What follows belongs to an exercise in optimizing a design on an open flow for small area; a production flow would make more cautious choices. At most, simulation tests tie the RTL to the original design; equivalence was not proved.

==> v28 <==
Design rgb_to_ycrcb_converter, start of the top module:
module rgb_to_ycrcb_converter
#(
	parameter DATAIN_WIDTH 	= 32,
	parameter DATAOUT_WIDTH = 32
)
(
	input		clk		,
	input		rst		,
	input      	[DATAIN_WIDTH-1:0]	datain	,
	input             		datain_valid	,
	output	reg		datain_ready			,
	output      	[DATAOUT_WIDTH-1:0]	dataout			,
	output  reg           		dataout_valid ,
	input				dataout_ready
);
clock: 10.0 ns
lec_check: 0
cap_margin: 20
core_margin: 2
core_utilization: 40
slew_margin: 20
synth_hierarchical: 1
standard.sh (not shown) runs the stock make flow with config.mk's settings and CLKGATE_MAP_FILE= SYNTH_SCRIPT=/design/flow/synth_recipe.tcl, a recipe that flattens the netlist after the stock synthesis.
==> flow/flow/run.sh <==
#!/bin/bash
set -euo pipefail
export BUFFER_PORTS_ARGS="-buffer_cell sky130_fd_sc_hd__buf_1"
bash standard.sh finish > standard_flow.log 2>&1
==> inputs of v34, as changes to v28 <==
--- a/flow/design.v
+++ b/flow/design.v
@@ -209,19 +209,19 @@
 	rgb_fa u275 (.a(B0[2]), .b(s198), .c(c271), .s(s273), .co(c274));
 	wire s276, c277;
 	rgb_fa u278 (.a(B0[3]), .b(~s213), .c(c274), .s(s276), .co(c277));
 	wire s279, c280;
 	rgb_fa u281 (.a(B0[4]), .b(~s225), .c(c277), .s(s279), .co(c280));
 	wire s282, c283;
 	rgb_fa u284 (.a(B0[5]), .b(~s234), .c(c280), .s(s282), .co(c283));
 	wire s285, c286;
-	rgb_fa u287 (.a(B0[6]), .b(~s240), .c(c283), .s(s285), .co(c286));
+	rgb_fa u287 (.a(Q4[6]), .b(Q4[7]), .c(~Y2[6]), .s(s285), .co(c286));
 	wire s288, c289;
-	rgb_fa u290 (.a(Q4[7]), .b(Q4[8]), .c(Y2[7]), .s(s288), .co(c289));
+	rgb_fa u290 (.a(Q4[8]), .b(Y2[7]), .c(c286), .s(s288), .co(c289));
 	wire s291, c292;
 	rgb_fa u293 (.a(Q3[4]), .b(c265), .c(s264), .s(s291), .co(c292));
 	wire s294, c295;
 	rgb_fa u296 (.a(s264), .b(c292), .c(s291), .s(s294), .co(c295));
 	wire s297, c298;
 	rgb_fa u299 (.a(Q3[3]), .b(s261), .c(c265), .s(s297), .co(c298));
 	wire s300, c301;
 	rgb_fa u302 (.a(s297), .b(c295), .c(s294), .s(s300), .co(c301));
@@ -280,17 +280,17 @@
 	rgb_fa u373 (.a(Q4[2]), .b(c289), .c(c369), .s(s371), .co(c372));
 	wire s374, c375;
 	rgb_fa u376 (.a(Q4[3]), .b(c372), .c(s371), .s(s374), .co(c375));
 	wire s377, c378;
 	rgb_fa u379 (.a(Q4[4]), .b(c375), .c(s374), .s(s377), .co(c378));
 	wire s380, c381;
 	rgb_fa u382 (.a(Q4[5]), .b(c378), .c(s377), .s(s380), .co(c381));
 	wire s383, c384;
-	rgb_fa u385 (.a(~Q4[0]), .b(Q4[6]), .c(c381), .s(s383), .co(c384));
+	rgb_fa u385 (.a(~Q4[0]), .b(s285), .c(c381), .s(s383), .co(c384));
 	wire s386 = s380 ^ s383;
 	wire c387 = ~s380 & ~s383;
 	wire s388, c389;
 	rgb_fa u390 (.a(~Q4[1]), .b(s288), .c(c384), .s(s388), .co(c389));
 	wire s391 = c387 ^ s388;
 	wire c392 = c387 & ~s388;
 	wire s393, c394;
 	rgb_fa u395 (.a(~Q4[2]), .b(c289), .c(c389), .s(s393), .co(c394));
@@ -298,25 +298,25 @@
 	wire c397 = c392 | ~s393;
 	wire s398, c399;
 	rgb_fa u400 (.a(Q4[3]), .b(~c394), .c(c397), .s(s398), .co(c399));
 	wire s401, c402;
 	rgb_fa u403 (.a(Q4[4]), .b(c399), .c(s398), .s(s401), .co(c402));
 	wire s404, c405;
 	rgb_fa u406 (.a(Q4[5]), .b(c402), .c(s401), .s(s404), .co(c405));
 	wire s407, c408;
-	rgb_fa u409 (.a(Q4[6]), .b(c405), .c(s404), .s(s407), .co(c408));
+	rgb_fa u409 (.a(s285), .b(c405), .c(s404), .s(s407), .co(c408));
 	wire s410, c411;
 	rgb_fa u412 (.a(s288), .b(c408), .c(s407), .s(s410), .co(c411));
 	wire s413 = c289 ^ c411 ^ s410;
 	always @(posedge clk) begin
 		R0 <= datain[15:8]; G0 <= datain[23:16]; B0 <= datain[31:24];
 		Y2 <= {s243, s240, s234, s225, s213, s198, s180, s159};
 		Q3 <= {R0[7], R0[6], c259, s258, s255, s252, s249, s246, s244};
-		Q4 <= {B0[7], c286, s285, s282, s279, s276, s273, s270, s267};
+		Q4 <= {B0[7], B0[6], c283, s282, s279, s276, s273, s270, s267};
 		if (rst) begin
 			datain_ready <= 1'b0; v1 <= 1'b0; dataout_valid <= 1'b0;
 		end else begin
 			datain_ready <= dataout_ready; v1 <= datain_valid; dataout_valid <= v1;
 		end
 	end
 	assign dataout = {Y2 ^ 8'b10000101, {s365, s362, s360, s355, s350, s345, s340, s335} ^ 8'b01100000, {s413, s410, s407, s404, s401, s398, s396, s391} ^ 8'b11111101, 8'h00};
 endmodule
==> flow/flow/run.sh (replaced) <==
#!/bin/bash
set -euo pipefail
export BUFFER_PORTS_ARGS="-buffer_cell sky130_fd_sc_hd__buf_1"
export REMOVE_ABC_BUFFERS=1
bash standard.sh finish > standard_flow.log 2>&1
==> flow/config.mk (replaced) <==
export PLATFORM = sky130hd
export DESIGN_NAME = rgb_to_ycrcb_converter
export DESIGN_NICKNAME = rgb_to_ycrcb_converter
export VERILOG_FILES = /design/flow/design.v
export SDC_FILE = /design/flow/constraint.sdc
export NUM_CORES = 4
export LEC_CHECK = 0
export CAP_MARGIN = 20
export CORE_MARGIN = 2
export CORE_UTILIZATION = 40
export GPL_TIMING_DRIVEN = 0
export SLEW_MARGIN = 20
export SYNTH_HIERARCHICAL = 1
==> inputs of v16, as changes to v28 <==
--- a/flow/design.v
+++ b/flow/design.v
@@ -209,19 +209,19 @@
 	rgb_fa u275 (.a(B0[2]), .b(s198), .c(c271), .s(s273), .co(c274));
 	wire s276, c277;
 	rgb_fa u278 (.a(B0[3]), .b(~s213), .c(c274), .s(s276), .co(c277));
 	wire s279, c280;
 	rgb_fa u281 (.a(B0[4]), .b(~s225), .c(c277), .s(s279), .co(c280));
 	wire s282, c283;
 	rgb_fa u284 (.a(B0[5]), .b(~s234), .c(c280), .s(s282), .co(c283));
 	wire s285, c286;
-	rgb_fa u287 (.a(B0[6]), .b(~s240), .c(c283), .s(s285), .co(c286));
+	rgb_fa u287 (.a(Q4[6]), .b(Q4[7]), .c(~Y2[6]), .s(s285), .co(c286));
 	wire s288, c289;
-	rgb_fa u290 (.a(Q4[7]), .b(Q4[8]), .c(Y2[7]), .s(s288), .co(c289));
+	rgb_fa u290 (.a(Q4[8]), .b(Y2[7]), .c(c286), .s(s288), .co(c289));
 	wire s291, c292;
 	rgb_fa u293 (.a(Q3[4]), .b(c265), .c(s264), .s(s291), .co(c292));
 	wire s294, c295;
 	rgb_fa u296 (.a(s264), .b(c292), .c(s291), .s(s294), .co(c295));
 	wire s297, c298;
 	rgb_fa u299 (.a(Q3[3]), .b(s261), .c(c265), .s(s297), .co(c298));
 	wire s300, c301;
 	rgb_fa u302 (.a(s297), .b(c295), .c(s294), .s(s300), .co(c301));
@@ -280,17 +280,17 @@
 	rgb_fa u373 (.a(Q4[2]), .b(c289), .c(c369), .s(s371), .co(c372));
 	wire s374, c375;
 	rgb_fa u376 (.a(Q4[3]), .b(c372), .c(s371), .s(s374), .co(c375));
 	wire s377, c378;
 	rgb_fa u379 (.a(Q4[4]), .b(c375), .c(s374), .s(s377), .co(c378));
 	wire s380, c381;
 	rgb_fa u382 (.a(Q4[5]), .b(c378), .c(s377), .s(s380), .co(c381));
 	wire s383, c384;
-	rgb_fa u385 (.a(~Q4[0]), .b(Q4[6]), .c(c381), .s(s383), .co(c384));
+	rgb_fa u385 (.a(~Q4[0]), .b(s285), .c(c381), .s(s383), .co(c384));
 	wire s386 = s380 ^ s383;
 	wire c387 = ~s380 & ~s383;
 	wire s388, c389;
 	rgb_fa u390 (.a(~Q4[1]), .b(s288), .c(c384), .s(s388), .co(c389));
 	wire s391 = c387 ^ s388;
 	wire c392 = c387 & ~s388;
 	wire s393, c394;
 	rgb_fa u395 (.a(~Q4[2]), .b(c289), .c(c389), .s(s393), .co(c394));
@@ -298,25 +298,25 @@
 	wire c397 = c392 | ~s393;
 	wire s398, c399;
 	rgb_fa u400 (.a(Q4[3]), .b(~c394), .c(c397), .s(s398), .co(c399));
 	wire s401, c402;
 	rgb_fa u403 (.a(Q4[4]), .b(c399), .c(s398), .s(s401), .co(c402));
 	wire s404, c405;
 	rgb_fa u406 (.a(Q4[5]), .b(c402), .c(s401), .s(s404), .co(c405));
 	wire s407, c408;
-	rgb_fa u409 (.a(Q4[6]), .b(c405), .c(s404), .s(s407), .co(c408));
+	rgb_fa u409 (.a(s285), .b(c405), .c(s404), .s(s407), .co(c408));
 	wire s410, c411;
 	rgb_fa u412 (.a(s288), .b(c408), .c(s407), .s(s410), .co(c411));
 	wire s413 = c289 ^ c411 ^ s410;
 	always @(posedge clk) begin
 		R0 <= datain[15:8]; G0 <= datain[23:16]; B0 <= datain[31:24];
 		Y2 <= {s243, s240, s234, s225, s213, s198, s180, s159};
 		Q3 <= {R0[7], R0[6], c259, s258, s255, s252, s249, s246, s244};
-		Q4 <= {B0[7], c286, s285, s282, s279, s276, s273, s270, s267};
+		Q4 <= {B0[7], B0[6], c283, s282, s279, s276, s273, s270, s267};
 		if (rst) begin
 			datain_ready <= 1'b0; v1 <= 1'b0; dataout_valid <= 1'b0;
 		end else begin
 			datain_ready <= dataout_ready; v1 <= datain_valid; dataout_valid <= v1;
 		end
 	end
 	assign dataout = {Y2 ^ 8'b10000101, {s365, s362, s360, s355, s350, s345, s340, s335} ^ 8'b01100000, {s413, s410, s407, s404, s401, s398, s396, s391} ^ 8'b11111101, 8'h00};
 endmodule
==> qor summary <==
quantity	v16	v34	v28
Worst slack after detailed placement	0.156 ns	-0.156 ns	-0.165 ns
Shortest period the worst path allows	9.84 ns	9.86 ns	9.72 ns
Syn Std Cell Area	0.00407 mm2	0.00407 mm2	0.00407 mm2
Critical hold path startpoint	B0[7]	R0[6]	B0[7]
Count of buffers added by post-CTS timing repair for setup	1	4	2
Critical Path End	dataout[15]	dataout[15]	Q4[6]
Status	finished clean	finished clean	finished clean
Global-route wire length before repair	11700 um	11800 um	12100 um
Data arrival, critical path	7.84 ns	7.86 ns	9.91 ns
Worst Reg2Reg Path Length in Cells	27	26	28
Setup repair after global routing missed its margin	yes	yes	no
Sequential fraction of the synthesis area	26.1%	26.1%	26.0%
Clock Network Area Fraction	2.14%	2.16%	2.11%
Total buffers and inverters traversed by the critical path	4	4	5
Adder and majority cell fraction of the synthesized area	60.3%	60.3%	60.3%
Ratio of routed vias to standard cells	4.27	4.22	4.25
Total area of multi-input combinational cells	0.00268 mm2	0.00267 mm2	0.00268 mm2
Area fraction in and, or, nand and nor cells after synthesis	1.51%	1.51%	1.50%
Insertion delay to the later sink of the worst-skew pair	0.32 ns	0.32 ns	0.31 ns
Setup slack on the worst flop-to-flop path	0.39 ns	0.35 ns	0.28 ns
Dpl cells	473	464	481
Die Span Y	105 um	105 um	105 um
Final HPWL DP	6270 um	6190 um	6500 um
No functional check of the RTL was part of any run of this note.


==> inputs of 05-09 <==
rgb_to_ycrcb_converter, a different RTL version from the one above (not shown whole).
==> flow/config.mk <==
export PLATFORM = sky130hd
export DESIGN_NAME = rgb_to_ycrcb_converter
export DESIGN_NICKNAME = rgb_to_ycrcb_converter
export VERILOG_FILES = /design/flow/design.v
export SDC_FILE = /design/flow/constraint.sdc
export NUM_CORES = 4
export LEC_CHECK = 0
export CAP_MARGIN = 20
export CORE_MARGIN = 2
export CORE_UTILIZATION = 40
export GPL_TIMING_DRIVEN = 0
export SLEW_MARGIN = 20
export SYNTH_HIERARCHICAL = 1
==> flow/constraint.sdc <==
create_clock -name core_clock -period 10.0 [get_ports {clk}]
set_input_delay 2.0000 -clock core_clock [delete_from_list [all_inputs] [get_ports {clk}]]
set_output_delay 2.0000 -clock core_clock [all_outputs]
set_load 0.01 [all_outputs]
==> flow/flow/run.sh <==
#!/bin/bash
set -euo pipefail
export BUFFER_PORTS_ARGS="-buffer_cell sky130_fd_sc_hd__buf_1"
export REMOVE_ABC_BUFFERS=1
export SKIP_REPAIR_TIE_FANOUT=1
export RECOVER_POWER=100
export CTS_ARGS="-sink_clustering_enable -repair_clock_nets -dont_use_dummy_load -buf_list sky130_fd_sc_hd__clkbuf_4 -root_buf sky130_fd_sc_hd__clkbuf_8 -sink_clustering_size 10"
bash standard.sh finish > standard_flow.log 2>&1
==> 08-14 (differences from 05-09) <==
==> flow/flow/run.sh (replaced) <==
#!/bin/bash
set -euo pipefail
export BUFFER_PORTS_ARGS="-buffer_cell sky130_fd_sc_hd__buf_1"
export REMOVE_ABC_BUFFERS=1
export SKIP_REPAIR_TIE_FANOUT=1
export RECOVER_POWER=100
export CTS_ARGS="-sink_clustering_enable -repair_clock_nets -dont_use_dummy_load"
bash standard.sh finish > standard_flow.log 2>&1
--- a/flow/config.mk
+++ b/flow/config.mk
@@ -8,5 +8,5 @@
 export CAP_MARGIN = 20
 export CORE_MARGIN = 2
-export CORE_UTILIZATION = 40
+export CORE_UTILIZATION = 65
 export GPL_TIMING_DRIVEN = 0
 export SLEW_MARGIN = 20
==> comparison <==
Area after synthesis is the same in 08-14 and 05-09. Between 08-14 and 05-09, the lower die area is in 08-14 (gap 37%, measured against 05-09). Sequential share of layout area: 08-14 is higher than 05-09 (0.33 points). In register-to-register slack, 05-09 and 08-14 hardly differ. Of 05-09 and 08-14, 05-09 has the higher final cell count (gap 14%, measured against 08-14). In critical path depth, 08-14 and 05-09 do not differ. Routed wire length: 08-14 is lower than 05-09 (7.1%).


==> run a: inputs <==
Another version of the RTL of rgb_to_ycrcb_converter (not shown whole).
Settings: LEC_CHECK=0, CAP_MARGIN=20, CORE_MARGIN=2, CORE_UTILIZATION=40, SLEW_MARGIN=20, SYNTH_HIERARCHICAL=1; clock period 10.0 ns.
==> flow/flow/run.sh <==
#!/bin/bash
set -euo pipefail
export BUFFER_PORTS_ARGS="-buffer_cell sky130_fd_sc_hd__buf_1"
bash standard.sh finish > standard_flow.log 2>&1
==> run b (differences from run a) <==
--- a/flow/design.v
+++ b/flow/design.v
@@ -139,49 +139,49 @@
 	wire s170, c171;
 	rgb_fa u172 (.a(G0[1]), .b(s8), .c(c150), .s(s170), .co(c171));
 	wire s173, c174;
 	rgb_fa u175 (.a(s34), .b(s14), .c(s170), .s(s173), .co(c174));
 	wire s176, c177;
-	rgb_fa u178 (.a(~s173), .b(s20), .c(s43), .s(s176), .co(c177));
+	rgb_fa u178 (.a(s173), .b(~s20), .c(~s43), .s(s176), .co(c177));
 	wire s179, c180;
-	rgb_fa u181 (.a(~c153), .b(c156), .c(s176), .s(s179), .co(c180));
+	rgb_fa u181 (.a(c153), .b(~c156), .c(s176), .s(s179), .co(c180));
 	wire s182, c183;
-	rgb_fa u184 (.a(c159), .b(~s179), .c(c162), .s(s182), .co(c183));
+	rgb_fa u184 (.a(c159), .b(s179), .c(c162), .s(s182), .co(c183));
 	wire s185, c186;
 	rgb_fa u187 (.a(s182), .b(c165), .c(c168), .s(s185), .co(c186));
 	wire s188, c189;
 	rgb_ha u190 (.a(s167), .b(s185), .s(s188), .co(c189));
 	wire s191, c192;
 	rgb_fa u193 (.a(G0[2]), .b(s11), .c(c171), .s(s191), .co(c192));
 	wire s194, c195;
 	rgb_fa u196 (.a(s37), .b(s17), .c(c174), .s(s194), .co(c195));
 	wire s197, c198;
-	rgb_fa u199 (.a(~s191), .b(c21), .c(c44), .s(s197), .co(c198));
+	rgb_fa u199 (.a(s191), .b(~c21), .c(~c44), .s(s197), .co(c198));
 	wire s200, c201;
-	rgb_fa u202 (.a(~s194), .b(c177), .c(s197), .s(s200), .co(c201));
+	rgb_fa u202 (.a(s194), .b(c177), .c(s197), .s(s200), .co(c201));
 	wire s203, c204;
-	rgb_fa u205 (.a(c180), .b(s200), .c(~c183), .s(s203), .co(c204));
+	rgb_fa u205 (.a(c180), .b(s200), .c(c183), .s(s203), .co(c204));
 	wire s206, c207;
-	rgb_fa u208 (.a(~s203), .b(c186), .c(c189), .s(s206), .co(c207));
+	rgb_fa u208 (.a(s203), .b(c186), .c(c189), .s(s206), .co(c207));
 	wire s209, c210;
 	rgb_fa u211 (.a(G0[3]), .b(s14), .c(c192), .s(s209), .co(c210));
 	wire s212, c213;
 	rgb_fa u214 (.a(s40), .b(s20), .c(c195), .s(s212), .co(c213));
 	wire s215, c216;
-	rgb_fa u217 (.a(s209), .b(~c198), .c(s212), .s(s215), .co(c216));
+	rgb_fa u217 (.a(s209), .b(c198), .c(s212), .s(s215), .co(c216));
 	wire s218, c219;
-	rgb_fa u220 (.a(c201), .b(~s215), .c(c204), .s(s218), .co(c219));
+	rgb_fa u220 (.a(c201), .b(s215), .c(c204), .s(s218), .co(c219));
 	wire s221, c222;
-	rgb_fa u223 (.a(~s218), .b(c207), .c(s206), .s(s221), .co(c222));
+	rgb_fa u223 (.a(s218), .b(c207), .c(s206), .s(s221), .co(c222));
 	wire s224, c225;
 	rgb_fa u226 (.a(G0[4]), .b(s17), .c(c21), .s(s224), .co(c225));
 	wire s227, c228;
 	rgb_fa u229 (.a(c210), .b(s43), .c(s224), .s(s227), .co(c228));
 	wire s230, c231;
 	rgb_fa u232 (.a(c213), .b(s227), .c(c216), .s(s230), .co(c231));
 	wire s233, c234;
-	rgb_fa u235 (.a(s230), .b(~c219), .c(c222), .s(s233), .co(c234));
+	rgb_fa u235 (.a(s230), .b(c219), .c(c222), .s(s233), .co(c234));
 	wire s236, c237;
 	rgb_fa u238 (.a(G0[5]), .b(c44), .c(s20), .s(s236), .co(c237));
 	wire s239, c240;
 	rgb_fa u241 (.a(c225), .b(s236), .c(c228), .s(s239), .co(c240));
 	wire s242, c243;
==> run c (differences from run a) <==
--- a/flow/design.v
+++ b/flow/design.v
@@ -139,49 +139,49 @@
 	wire s170, c171;
 	rgb_fa u172 (.a(G0[1]), .b(s8), .c(c150), .s(s170), .co(c171));
 	wire s173, c174;
 	rgb_fa u175 (.a(s34), .b(s14), .c(s170), .s(s173), .co(c174));
 	wire s176, c177;
-	rgb_fa u178 (.a(~s173), .b(s20), .c(s43), .s(s176), .co(c177));
+	rgb_fa u178 (.a(s173), .b(~s20), .c(~s43), .s(s176), .co(c177));
 	wire s179, c180;
-	rgb_fa u181 (.a(~c153), .b(c156), .c(s176), .s(s179), .co(c180));
+	rgb_fa u181 (.a(c153), .b(~c156), .c(s176), .s(s179), .co(c180));
 	wire s182, c183;
-	rgb_fa u184 (.a(c159), .b(~s179), .c(c162), .s(s182), .co(c183));
+	rgb_fa u184 (.a(c159), .b(s179), .c(c162), .s(s182), .co(c183));
 	wire s185, c186;
 	rgb_fa u187 (.a(s182), .b(c165), .c(c168), .s(s185), .co(c186));
 	wire s188, c189;
 	rgb_ha u190 (.a(s167), .b(s185), .s(s188), .co(c189));
 	wire s191, c192;
 	rgb_fa u193 (.a(G0[2]), .b(s11), .c(c171), .s(s191), .co(c192));
 	wire s194, c195;
 	rgb_fa u196 (.a(s37), .b(s17), .c(c174), .s(s194), .co(c195));
 	wire s197, c198;
-	rgb_fa u199 (.a(~s191), .b(c21), .c(c44), .s(s197), .co(c198));
+	rgb_fa u199 (.a(s191), .b(~c21), .c(~c44), .s(s197), .co(c198));
 	wire s200, c201;
-	rgb_fa u202 (.a(~s194), .b(c177), .c(s197), .s(s200), .co(c201));
+	rgb_fa u202 (.a(s194), .b(c177), .c(s197), .s(s200), .co(c201));
 	wire s203, c204;
-	rgb_fa u205 (.a(c180), .b(s200), .c(~c183), .s(s203), .co(c204));
+	rgb_fa u205 (.a(c180), .b(s200), .c(c183), .s(s203), .co(c204));
 	wire s206, c207;
-	rgb_fa u208 (.a(~s203), .b(c186), .c(c189), .s(s206), .co(c207));
+	rgb_fa u208 (.a(s203), .b(c186), .c(c189), .s(s206), .co(c207));
 	wire s209, c210;
 	rgb_fa u211 (.a(G0[3]), .b(s14), .c(c192), .s(s209), .co(c210));
 	wire s212, c213;
 	rgb_fa u214 (.a(s40), .b(s20), .c(c195), .s(s212), .co(c213));
 	wire s215, c216;
-	rgb_fa u217 (.a(s209), .b(~c198), .c(s212), .s(s215), .co(c216));
+	rgb_fa u217 (.a(s209), .b(c198), .c(s212), .s(s215), .co(c216));
 	wire s218, c219;
-	rgb_fa u220 (.a(c201), .b(~s215), .c(c204), .s(s218), .co(c219));
+	rgb_fa u220 (.a(c201), .b(s215), .c(c204), .s(s218), .co(c219));
 	wire s221, c222;
-	rgb_fa u223 (.a(~s218), .b(c207), .c(s206), .s(s221), .co(c222));
+	rgb_fa u223 (.a(s218), .b(c207), .c(s206), .s(s221), .co(c222));
 	wire s224, c225;
 	rgb_fa u226 (.a(G0[4]), .b(s17), .c(c21), .s(s224), .co(c225));
 	wire s227, c228;
 	rgb_fa u229 (.a(c210), .b(s43), .c(s224), .s(s227), .co(c228));
 	wire s230, c231;
 	rgb_fa u232 (.a(c213), .b(s227), .c(c216), .s(s230), .co(c231));
 	wire s233, c234;
-	rgb_fa u235 (.a(s230), .b(~c219), .c(c222), .s(s233), .co(c234));
+	rgb_fa u235 (.a(s230), .b(c219), .c(c222), .s(s233), .co(c234));
 	wire s236, c237;
 	rgb_fa u238 (.a(G0[5]), .b(c44), .c(s20), .s(s236), .co(c237));
 	wire s239, c240;
 	rgb_fa u241 (.a(c225), .b(s236), .c(c228), .s(s239), .co(c240));
 	wire s242, c243;
--- a/flow/config.mk
+++ b/flow/config.mk
@@ -5,8 +5,9 @@
 export SDC_FILE = /design/flow/constraint.sdc
 export NUM_CORES = 4
 export LEC_CHECK = 0
 export CAP_MARGIN = 20
 export CORE_MARGIN = 2
-export CORE_UTILIZATION = 40
+export CORE_UTILIZATION = 60
+export PLACE_DENSITY = 0.75
 export SLEW_MARGIN = 20
 export SYNTH_HIERARCHICAL = 1
==> run d (differences from run a) <==
--- a/flow/design.v
+++ b/flow/design.v
@@ -202,13 +202,13 @@
 	wire s263, c264;
 	rgb_fa u265 (.a(R0[4]), .b(~s233), .c(c261), .s(s263), .co(c264));
 	wire s266, c267;
 	rgb_fa u268 (.a(R0[5]), .b(~s242), .c(c264), .s(s266), .co(c267));
 	wire s269, c270;
-	rgb_fa u271 (.a(Q3[6]), .b(Q3[7]), .c(~Y2[6]), .s(s269), .co(c270));
+	rgb_fa u271 (.a(R0[6]), .b(~s248), .c(c267), .s(s269), .co(c270));
 	wire s272, c273;
-	rgb_fa u274 (.a(Q3[8]), .b(Y2[7]), .c(c270), .s(s272), .co(c273));
+	rgb_fa u274 (.a(R0[7]), .b(s251), .c(c270), .s(s272), .co(c273));
 	wire s275, c276;
 	rgb_ha u277 (.a(B0[0]), .b(s167), .s(s275), .co(c276));
 	wire s278, c279;
 	rgb_fa u280 (.a(B0[1]), .b(c276), .c(~s188), .s(s278), .co(c279));
 	wire s281, c282;
@@ -218,39 +218,39 @@
 	wire s287, c288;
 	rgb_fa u289 (.a(B0[4]), .b(~s233), .c(c285), .s(s287), .co(c288));
 	wire s290, c291;
 	rgb_fa u292 (.a(B0[5]), .b(~s242), .c(c288), .s(s290), .co(c291));
 	wire s293, c294;
-	rgb_fa u295 (.a(Q4[6]), .b(Q4[7]), .c(~Y2[6]), .s(s293), .co(c294));
+	rgb_fa u295 (.a(B0[6]), .b(~s248), .c(c291), .s(s293), .co(c294));
 	wire s296, c297;
-	rgb_fa u298 (.a(Q4[8]), .b(Y2[7]), .c(c294), .s(s296), .co(c297));
+	rgb_fa u298 (.a(B0[7]), .b(s251), .c(c294), .s(s296), .co(c297));
 	wire s299, c300;
-	rgb_fa u301 (.a(Q3[4]), .b(s269), .c(c273), .s(s299), .co(c300));
+	rgb_fa u301 (.a(Q3[4]), .b(Q3[6]), .c(Q3[8]), .s(s299), .co(c300));
 	wire s302, c303;
-	rgb_fa u304 (.a(s272), .b(c300), .c(s299), .s(s302), .co(c303));
+	rgb_fa u304 (.a(Q3[7]), .b(c300), .c(s299), .s(s302), .co(c303));
 	wire s305, c306;
-	rgb_fa u307 (.a(Q3[3]), .b(s269), .c(c273), .s(s305), .co(c306));
+	rgb_fa u307 (.a(Q3[3]), .b(Q3[6]), .c(Q3[8]), .s(s305), .co(c306));
 	wire s308, c309;
 	rgb_fa u310 (.a(s305), .b(c303), .c(s302), .s(s308), .co(c309));
 	wire s311, c312;
-	rgb_fa u313 (.a(Q3[4]), .b(s272), .c(c306), .s(s311), .co(c312));
+	rgb_fa u313 (.a(Q3[4]), .b(Q3[7]), .c(c306), .s(s311), .co(c312));
 	wire s314, c315;
 	rgb_fa u316 (.a(s311), .b(c309), .c(s308), .s(s314), .co(c315));
 	wire s317, c318;
-	rgb_fa u319 (.a(Q3[5]), .b(c273), .c(c312), .s(s317), .co(c318));
+	rgb_fa u319 (.a(Q3[5]), .b(Q3[8]), .c(c312), .s(s317), .co(c318));
 	wire s320, c321;
 	assign c321 = (s317 & c315) | (s317 & s314) | (c315 & s314);
 	wire s323, c324;
-	rgb_fa u325 (.a(Q3[0]), .b(s269), .c(c318), .s(s323), .co(c324));
+	rgb_fa u325 (.a(Q3[0]), .b(Q3[6]), .c(c318), .s(s323), .co(c324));
 	wire s326, c327;
 	assign c327 = s323 & c321;
 	wire s329, c330;
-	rgb_fa u331 (.a(~Q3[1]), .b(s272), .c(c324), .s(s329), .co(c330));
+	rgb_fa u331 (.a(~Q3[1]), .b(Q3[7]), .c(c324), .s(s329), .co(c330));
 	wire s332, c333;
 	assign c333 = s329 & c327;
 	wire s335, c336;
-	rgb_fa u337 (.a(~Q3[2]), .b(c273), .c(c330), .s(s335), .co(c336));
+	rgb_fa u337 (.a(~Q3[2]), .b(Q3[8]), .c(c330), .s(s335), .co(c336));
 	wire s338 = s335 ^ c333;
 	wire c339 = s335 | c333;
 	wire s340, c341;
 	rgb_fa u342 (.a(Q3[0]), .b(Q3[3]), .c(~c336), .s(s340), .co(c341));
 	wire s343 = c339 ^ s340;
@@ -262,64 +262,64 @@
 	wire s350, c351;
 	rgb_fa u352 (.a(~Q3[2]), .b(Q3[5]), .c(c346), .s(s350), .co(c351));
 	wire s353 = c349 ^ s350;
 	wire c354 = c349 | ~s350;
 	wire s355, c356;
-	rgb_fa u357 (.a(~Q3[3]), .b(s269), .c(c351), .s(s355), .co(c356));
+	rgb_fa u357 (.a(~Q3[3]), .b(Q3[6]), .c(c351), .s(s355), .co(c356));
 	wire s358 = c354 ^ s355;
 	wire c359 = c354 | ~s355;
 	wire s360, c361;
-	rgb_fa u362 (.a(~Q3[4]), .b(s272), .c(c356), .s(s360), .co(c361));
+	rgb_fa u362 (.a(~Q3[4]), .b(Q3[7]), .c(c356), .s(s360), .co(c361));
 	wire s363 = c359 ^ s360;
 	wire c364 = c359 | ~s360;
 	wire s365, c366;
-	rgb_fa u367 (.a(~Q3[5]), .b(c273), .c(c361), .s(s365), .co(c366));
+	rgb_fa u367 (.a(~Q3[5]), .b(Q3[8]), .c(c361), .s(s365), .co(c366));
 	wire s368 = c364 ^ s365;
 	wire c369 = c364 & ~s365;
 	wire s370, c371;
-	rgb_fa u372 (.a(s269), .b(~c366), .c(c369), .s(s370), .co(c371));
-	wire s373 = s272 ^ c371 ^ s370;
-	wire s374 = Q4[0] ^ s293;
-	wire c375 = ~Q4[0] & ~s293;
+	rgb_fa u372 (.a(Q3[6]), .b(~c366), .c(c369), .s(s370), .co(c371));
+	wire s373 = Q3[7] ^ c371 ^ s370;
+	wire s374 = Q4[6] ^ Q4[8];
+	wire c375 = ~Q4[6] & Q4[8];
 	wire s376, c377;
-	assign c377 = (Q4[1] & ~c375) | (Q4[1] & s296) | (~c375 & s296);
+	assign c377 = (Q4[1] & Q4[7]) | (Q4[1] & ~c375) | (Q4[7] & ~c375);
 	wire s379, c380;
-	rgb_fa u381 (.a(Q4[2]), .b(c297), .c(c377), .s(s379), .co(c380));
+	rgb_fa u381 (.a(Q4[2]), .b(Q4[8]), .c(c377), .s(s379), .co(c380));
 	wire s382, c383;
 	rgb_fa u384 (.a(Q4[3]), .b(c380), .c(s379), .s(s382), .co(c383));
 	wire s385, c386;
 	rgb_fa u387 (.a(Q4[4]), .b(c383), .c(s382), .s(s385), .co(c386));
 	wire s388, c389;
 	rgb_fa u390 (.a(Q4[5]), .b(c386), .c(s385), .s(s388), .co(c389));
 	wire s391, c392;
-	rgb_fa u393 (.a(~Q4[0]), .b(s293), .c(c389), .s(s391), .co(c392));
+	rgb_fa u393 (.a(~Q4[0]), .b(Q4[6]), .c(c389), .s(s391), .co(c392));
 	wire s394 = s388 ^ s391;
 	wire c395 = ~s388 & ~s391;
 	wire s396, c397;
-	rgb_fa u398 (.a(~Q4[1]), .b(s296), .c(c392), .s(s396), .co(c397));
+	rgb_fa u398 (.a(~Q4[1]), .b(Q4[7]), .c(c392), .s(s396), .co(c397));
 	wire s399 = c395 ^ s396;
 	wire c400 = c395 & ~s396;
 	wire s401, c402;
-	rgb_fa u403 (.a(~Q4[2]), .b(c297), .c(c397), .s(s401), .co(c402));
+	rgb_fa u403 (.a(~Q4[2]), .b(Q4[8]), .c(c397), .s(s401), .co(c402));
 	wire s404 = c400 ^ s401;
 	wire c405 = c400 | ~s401;
 	wire s406, c407;
 	rgb_fa u408 (.a(Q4[3]), .b(~c402), .c(c405), .s(s406), .co(c407));
 	wire s409, c410;
 	rgb_fa u411 (.a(Q4[4]), .b(c407), .c(s406), .s(s409), .co(c410));
 	wire s412, c413;
 	rgb_fa u414 (.a(Q4[5]), .b(c410), .c(s409), .s(s412), .co(c413));
 	wire s415, c416;
-	rgb_fa u417 (.a(s293), .b(c413), .c(s412), .s(s415), .co(c416));
+	rgb_fa u417 (.a(Q4[6]), .b(c413), .c(s412), .s(s415), .co(c416));
 	wire s418, c419;
-	rgb_fa u420 (.a(s296), .b(c416), .c(s415), .s(s418), .co(c419));
-	wire s421 = c297 ^ c419 ^ s418;
+	rgb_fa u420 (.a(Q4[7]), .b(c416), .c(s415), .s(s418), .co(c419));
+	wire s421 = Q4[8] ^ c419 ^ s418;
 	always @(posedge clk) begin
 		R0 <= datain[15:8]; G0 <= datain[23:16]; B0 <= datain[31:24];
 		Y2 <= {s251, s248, s242, s233, s221, s206, s188, s167};
-		Q3 <= {R0[7], R0[6], c267, s266, s263, s260, s257, s254, s252};
-		Q4 <= {B0[7], B0[6], c291, s290, s287, s284, s281, s278, s275};
+		Q3 <= {c273, s272, s269, s266, s263, s260, s257, s254, s252};
+		Q4 <= {c297, s296, s293, s290, s287, s284, s281, s278, s275};
 		if (rst) begin
 			datain_ready <= 1'b0; v1 <= 1'b0; dataout_valid <= 1'b0;
 		end else begin
 			datain_ready <= dataout_ready; v1 <= datain_valid; dataout_valid <= v1;
 		end
==> notes <==
- Hold slack, lowest first: run b, run c, run a, run d.
- Against run b, the clock skew of run d is higher by 0.0093 ns.
- Count of clock-buffer cells in the layout is the same in run c and run a.
- Wire length: run c < run b < run a < run d.
- Between run b and run a, the lower fmax is in run a (gap 1.2%, measured against run a).
- Of run c and run d, run d has the higher via count (gap 6.6%, measured against run d).

## separate check: timing with driven ports
Ports are ideal in the flow. The routed layouts listed here were re-timed in OpenROAD. Step 1, drivers: a clkbuf_16 drives clk and a buf_2 each remaining input, both assumed. Step 2, shift: input delay + t, output delay - t, t = (earliest + latest rising clock arrival at the registers) / 2. This alone moves slack from input paths to output paths. a / b / c = no drivers / after step 1 / after step 2; a / b = the first two.
run | t, ns | setup slack, ns | worst setup path after step 2 | latest minus earliest clock arrival (ns)
v28 | 0.329 | 0.276 / 0.276 / 0.276 | register to register | 0.012 / 0.012
v34 | 0.343 | 0.142 / 0.109 / 0.348 | register to register | 0.014 / 0.014
v16 | 0.347 | 0.155 / 0.123 / 0.392 | register to register | 0.012 / 0.012
05-09 | 0.328 | 0.569 / 0.543 / 0.871 | register to output | 0.010 / 0.011
08-14 | 0.320 | 0.615 / 0.588 / 0.908 | register to output | 0.020 / 0.020
run a | 0.338 | 0.093 / 0.065 / 0.378 | register to register | 0.012 / 0.011
run b | 0.330 | 0.210 / 0.184 / 0.364 | register to register | 0.008 / 0.008
run c | 0.331 | 0.223 / 0.197 / 0.357 | register to register | 0.019 / 0.019
run d | 0.326 | 0.281 / 0.281 / 0.281 | register to register | 0.017 / 0.017
After both steps every run listed still meets setup and hold.
